From an optimization exercise on the open Yosys and OpenROAD flow, aimed at small area; shortcuts taken in it are not production practice.
Only simulation tests tie the RTL to the original design; equivalence was not proved.
Power and IR drop assume default switching activity.

// Router_top
module Router_top(clock, resetn, read_enb_0, read_enb_1, read_enb_2, pkt_valid, data_in,
                  data_out_0, data_out_1, data_out_2, valid_out_0, valid_out_1, valid_out_2, error, busy);
  input clock, resetn, read_enb_0, read_enb_1, read_enb_2, pkt_valid;
  input [7:0] data_in;
  output [7:0] data_out_0, data_out_1, data_out_2;
  output busy, error, valid_out_0, valid_out_1, valid_out_2;
  wire empty0, empty1, empty2;
  wire [7:0] d_out;
  wire lfd, ld, wr_en_reg, rst_reg, d_add;
  wire softr0, softr1, softr2;
  wire [2:0] wr_enb;
  wire [1:0] wr_tag;
  wire [9*30-1:0] line_data;
  wire [2*30-3:0] line_tag;
  router_line rtr_line(.clock(clock), .write_tag(wr_tag), .data_in(d_out),
                       .line_data(line_data), .line_tag(line_tag));
  router_fifo #(.ID(2'd0)) rtr_fifo1(.clock(clock), .resetn(resetn), .write_enb(wr_enb[0]), .read_enb(read_enb_0),
                        .soft_reset(softr0), .line_data(line_data), .line_tag(line_tag), .empty(empty0), .data_out(data_out_0));
  ...
clock: 10.0 ns
lec_check: 0
cap_margin: 10
core_margin: 2
core_utilization: 40
gpl_timing_driven: 0
slew_margin: 10
standard.sh (not shown) runs the stock make flow with config.mk's settings and CLKGATE_MAP_FILE= SYNTH_SCRIPT=/design/flow/synth_recipe.tcl, a recipe that flattens the netlist after the stock synthesis.
==> flow/flow/run.sh <==
#!/bin/bash
# Layout flow: the standard ORFS flow with two changes.
#  - synthesis maps the logic with flow/abc_area.script (area-oriented ABC
#    mapping) instead of ORFS's abc_area.script; the flip-flops and their
#    names are those of the standard synthesis;
#  - CTS runs without dummy loads and with larger sink clusters.
set -euo pipefail
W=$(pwd)
F=$W/flow

# synthesis script: the standard flow's, with the abc override inserted after its first line
{ head -n 1 "$W/synth_recipe.tcl"; cat "$F/synth_pre.tcl"; tail -n +2 "$W/synth_recipe.tcl"; } > "$W/flow_synth.tcl"
sed "s#$W/synth_recipe.tcl#$W/flow_synth.tcl#g" "$W/standard.sh" > "$W/flow_standard.sh"
grep -q flow_synth.tcl "$W/flow_standard.sh"

export FLOW_ABC_SCRIPT=$F/abc_area.script
export CTS_ARGS="-sink_clustering_enable -repair_clock_nets -dont_use_dummy_load -sink_clustering_size 24 -sink_clustering_max_diameter 80"
export BUFFER_PORTS_ARGS="-buffer_cell sky130_fd_sc_hd__buf_1"

bash "$W/flow_standard.sh" finish > "$W/flow_make.log" 2>&1
==> flow/flow/abc_area.script <==
strash
dc2
&get -n
&dch -f
&nf -a -R 1000
&put
mfs2
strash
&get -n
&dch -f
&nf -a -R 1000
&put
mfs2
strash
&get -n
&dch -f
&nf -a -R 1000
&put
mfs2
strash
&get -n
&dch -f
&nf -a -R 1000
&put
topo
==> flow/flow/synth_pre.tcl <==
# Run Yosys's abc with an area-oriented mapping script (flow/abc_area.script)
# in place of the script ORFS passes; everything else in the synthesis is the
# standard one, so the registers are the same.
proc abc {args} {
  set i [lsearch -exact $args -script]
  if { $i >= 0 } {
    lset args [expr {$i + 1}] $::env(FLOW_ABC_SCRIPT)
  }
  yosys abc {*}$args
}
Rerun with:
--- a/flow/flow/run.sh
+++ b/flow/flow/run.sh
@@ -16,3 +16,3 @@
 export FLOW_ABC_SCRIPT=$F/abc_area.script
-export CTS_ARGS="-sink_clustering_enable -repair_clock_nets -dont_use_dummy_load -sink_clustering_size 24 -sink_clustering_max_diameter 80"
+export CTS_ARGS="-sink_clustering_enable -repair_clock_nets -dont_use_dummy_load -sink_clustering_size 30 -sink_clustering_max_diameter 85"
 export BUFFER_PORTS_ARGS="-buffer_cell sky130_fd_sc_hd__buf_1"
=>
- The changed run completed without violations
- final cell count hardly moves
- final area drops by 0.59%
- die area stays the same
- worst setup slack gets better by 0.034 ns
- clock power decreases by about 9%
- power came out lower by 2.6%
- routed wire length is about the same
- worst hold slack loses 0.021 ns
- non-clock buffer count stays the same
- critical path depth climbs by 2
Rerun with:
--- a/flow/flow/run.sh
+++ b/flow/flow/run.sh
@@ -1,3 +1,3 @@
 #!/bin/bash
-# Layout flow: the standard ORFS flow with two changes.
+# Layout flow: the standard ORFS flow (standard.sh) with three changes.
 #  - synthesis maps the logic with flow/abc_area.script (area-oriented ABC
@@ -5,3 +5,6 @@
 #    names are those of the standard synthesis;
-#  - CTS runs without dummy loads and with larger sink clusters.
+#  - CTS runs without dummy loads and with larger sink clusters;
+#  - every input and output port still gets a buffer, of the smallest kind.
+# All of make's output goes to flow_make.log; ORFS keeps each step's log
+# under orfs/logs/.
 set -euo pipefail
@@ -16,3 +19,3 @@
 export FLOW_ABC_SCRIPT=$F/abc_area.script
-export CTS_ARGS="-sink_clustering_enable -repair_clock_nets -dont_use_dummy_load -sink_clustering_size 30 -sink_clustering_max_diameter 85"
+export CTS_ARGS="-sink_clustering_enable -repair_clock_nets -dont_use_dummy_load -sink_clustering_size 26 -sink_clustering_max_diameter 100"
 export BUFFER_PORTS_ARGS="-buffer_cell sky130_fd_sc_hd__buf_1"
CORE_UTILIZATION = 50   (was 40)
Effect:
- The changed run produced a clean layout
- worst setup slack is worse by 0.24 ns
- final area is lower by 1.3%
- critical path depth is lower by 3
- worst hold slack is better by 0.040 ns
- die area is lower by 20%
- combinational power is lower by about 3%
- area after synthesis does not change
Rerun with:
==> flow/flow/run.sh (replaced) <==
#!/bin/bash
# Layout flow: the standard ORFS flow with two changes.
#  - synthesis maps the logic with flow/abc_area.script (area-oriented ABC
#    mapping) instead of ORFS's abc_area.script; the flip-flops and their
#    names are those of the standard synthesis;
#  - CTS runs without dummy loads and with larger sink clusters.
set -euo pipefail
W=$(pwd)
F=$W/flow

# synthesis script: the standard flow's, with the abc override inserted after its first line
{ head -n 1 "$W/synth_recipe.tcl"; cat "$F/synth_pre.tcl"; tail -n +2 "$W/synth_recipe.tcl"; } > "$W/flow_synth.tcl"
sed "s#$W/synth_recipe.tcl#$W/flow_synth.tcl#g" "$W/standard.sh" > "$W/flow_standard.sh"
grep -q flow_synth.tcl "$W/flow_standard.sh"

export FLOW_ABC_SCRIPT=$F/abc_area.script
export CTS_ARGS="-sink_clustering_enable -repair_clock_nets -dont_use_dummy_load -sink_clustering_size 30 -sink_clustering_max_diameter 60"
export BUFFER_PORTS_ARGS="-buffer_cell sky130_fd_sc_hd__buf_1"

bash "$W/flow_standard.sh" finish > "$W/flow_make.log" 2>&1
CORE_UTILIZATION = 40   (was 50)
After rerunning: The changed run finished clean. Total power rises by 11%. Utilization is lower by 9.8 points. Sequential power is about the same.
Rerun with:
--- a/flow/flow/run.sh
+++ b/flow/flow/run.sh
@@ -16,3 +16,3 @@
 export FLOW_ABC_SCRIPT=$F/abc_area.script
-export CTS_ARGS="-sink_clustering_enable -repair_clock_nets -dont_use_dummy_load -sink_clustering_size 30 -sink_clustering_max_diameter 60"
+export CTS_ARGS="-sink_clustering_enable -repair_clock_nets -dont_use_dummy_load -sink_clustering_size 26 -sink_clustering_max_diameter 100"
 export BUFFER_PORTS_ARGS="-buffer_cell sky130_fd_sc_hd__buf_1"
What happened: Cell area goes down by 2.1%. Via count is about the same. Combinational power barely changes. Critical path depth drops by 2. Final cell count falls by 0.57%. Wire length fell by 0.32%. Count of clock-buffer cells in the layout goes down by 15. Utilization decreases by 0.92 points. Non-clock buffer count stays the same. Synthesized area is unchanged. Setup slack degrades by 0.11 ns.
Rerun with:
--- a/flow/flow/run.sh
+++ b/flow/flow/run.sh
@@ -1,3 +1,3 @@
 #!/bin/bash
-# Layout flow: the standard ORFS flow with two changes.
+# Layout flow: the standard ORFS flow (standard.sh) with three changes.
 #  - synthesis maps the logic with flow/abc_area.script (area-oriented ABC
@@ -5,3 +5,6 @@
 #    names are those of the standard synthesis;
-#  - CTS runs without dummy loads and with larger sink clusters.
+#  - CTS runs without dummy loads and with larger sink clusters;
+#  - every input and output port still gets a buffer, of the smallest kind.
+# All of make's output goes to flow_make.log; ORFS keeps each step's log
+# under orfs/logs/.
 set -euo pipefail
Wire length is unchanged.
Via count is unchanged.
Critical path depth stays the same.
Worst setup slack is unchanged.
Cell area does not change.
Synthesized cell count is unchanged.
Global-route usage is unchanged.

Starting RTL as in the previous note.
==> flow/config.mk <==
export PLATFORM = sky130hd
export DESIGN_NAME = Router_top
export DESIGN_NICKNAME = Router_top
export VERILOG_FILES = /design/flow/design.v
export SDC_FILE = /design/flow/constraint.sdc
export NUM_CORES = 4
export LEC_CHECK = 0
export CAP_MARGIN = 10
export CORE_MARGIN = 2
export CORE_UTILIZATION = 40
export GPL_TIMING_DRIVEN = 0
export SLEW_MARGIN = 10
==> flow/constraint.sdc <==
create_clock -name core_clock -period 10.0 [get_ports {clock}]
set_input_delay 2.0000 -clock core_clock [delete_from_list [all_inputs] [get_ports {clock}]]
set_output_delay 2.0000 -clock core_clock [all_outputs]
set_load 0.01 [all_outputs]
==> flow/flow/run.sh <==
#!/bin/bash
# Layout flow: the standard ORFS flow (standard.sh) with three changes.
#  - synthesis maps the logic with flow/abc_area.script (area-oriented ABC
#    mapping) instead of ORFS's abc_area.script; the flip-flops and their
#    names are those of the standard synthesis;
#  - CTS runs without dummy loads and with larger sink clusters;
#  - every input and output port still gets a buffer, of the smallest kind.
# All of make's output goes to flow_make.log; ORFS keeps each step's log
# under orfs/logs/.
set -euo pipefail
W=$(pwd)
F=$W/flow

# synthesis script: the standard flow's, with the abc override inserted after its first line
{ head -n 1 "$W/synth_recipe.tcl"; cat "$F/synth_pre.tcl"; tail -n +2 "$W/synth_recipe.tcl"; } > "$W/flow_synth.tcl"
sed "s#$W/synth_recipe.tcl#$W/flow_synth.tcl#g" "$W/standard.sh" > "$W/flow_standard.sh"
grep -q flow_synth.tcl "$W/flow_standard.sh"

export FLOW_ABC_SCRIPT=$F/abc_area.script
export CTS_ARGS="-sink_clustering_enable -repair_clock_nets -dont_use_dummy_load -sink_clustering_size 24 -sink_clustering_max_diameter 80"
export BUFFER_PORTS_ARGS="-buffer_cell sky130_fd_sc_hd__buf_1"

bash "$W/flow_standard.sh" finish > "$W/flow_make.log" 2>&1
Scripts as last shown in full above: flow/flow/abc_area.script, flow/flow/synth_pre.tcl
==> next run, changes <==
==> flow/flow/run.sh (replaced) <==
#!/bin/bash
# Layout flow: the standard ORFS flow with two changes.
#  - synthesis maps the logic with flow/abc_area.script (area-oriented ABC
#    mapping) instead of ORFS's abc_area.script; the flip-flops and their
#    names are those of the standard synthesis;
#  - CTS runs without dummy loads and with larger sink clusters.
set -euo pipefail
W=$(pwd)
F=$W/flow

# synthesis script: the standard flow's, with the abc override inserted after its first line
{ head -n 1 "$W/synth_recipe.tcl"; cat "$F/synth_pre.tcl"; tail -n +2 "$W/synth_recipe.tcl"; } > "$W/flow_synth.tcl"
sed "s#$W/synth_recipe.tcl#$W/flow_synth.tcl#g" "$W/standard.sh" > "$W/flow_standard.sh"
grep -q flow_synth.tcl "$W/flow_standard.sh"

export FLOW_ABC_SCRIPT=$F/abc_area.script
export CTS_ARGS="-sink_clustering_enable -repair_clock_nets -dont_use_dummy_load -sink_clustering_size 40 -sink_clustering_max_diameter 70"
export BUFFER_PORTS_ARGS="-buffer_cell sky130_fd_sc_hd__buf_1"

bash "$W/flow_standard.sh" finish > "$W/flow_make.log" 2>&1
The new run finished clean.
Setup slack gets better by 0.054 ns.
Sequential share of layout area stays flat.
Global-route usage hardly moves.
Routed wire length fell by 0.35%.
Flip-flop and latch count is unchanged.
Power decreases by 0.37%.
Combinational power barely changes.
Die area is unchanged.
Critical path depth does not change.
Register-to-register slack improved by 0.05 ns.

==> separate check: timing with driven ports <==
The flow's constraints put no driver on any port. The routed layouts listed below were extracted and timed again, unchanged, in two steps. Step 1 assumes that a clkbuf_16 drives the clock port and a buf_2 every other input. Step 2, shift: input delay + t, output delay - t, t = (earliest + latest rising clock arrival at the registers) / 2. This alone moves slack from input paths to output paths. Three values: no drivers, after step 1, after step 2; two values: the first two.
run | t (ns) | setup slack, ns | latest minus earliest clock arrival (ns)
the first run of note 1 | 0.625 | 5.140 / 5.140 / 5.140 | 0.075 / 0.075
the second run of note 1 | 0.610 | 5.174 / 5.174 / 5.174 | 0.090 / 0.090
the third run of note 1 | 0.612 | 4.938 / 4.938 / 4.938 | 0.040 / 0.040
the fourth run of note 1 | 0.603 | 5.187 / 5.187 / 5.187 | 0.076 / 0.076
the fifth run of note 1 | 0.619 | 5.078 / 5.078 / 5.078 | 0.037 / 0.038
the sixth run of note 1 | 0.619 | 5.078 / 5.078 / 5.078 | 0.037 / 0.038
the first run of note 2 | 0.625 | 5.140 / 5.140 / 5.140 | 0.075 / 0.075
the second run of note 2 | 0.627 | 5.193 / 5.193 / 5.193 | 0.091 / 0.091
After both steps every run listed still meets setup and hold.
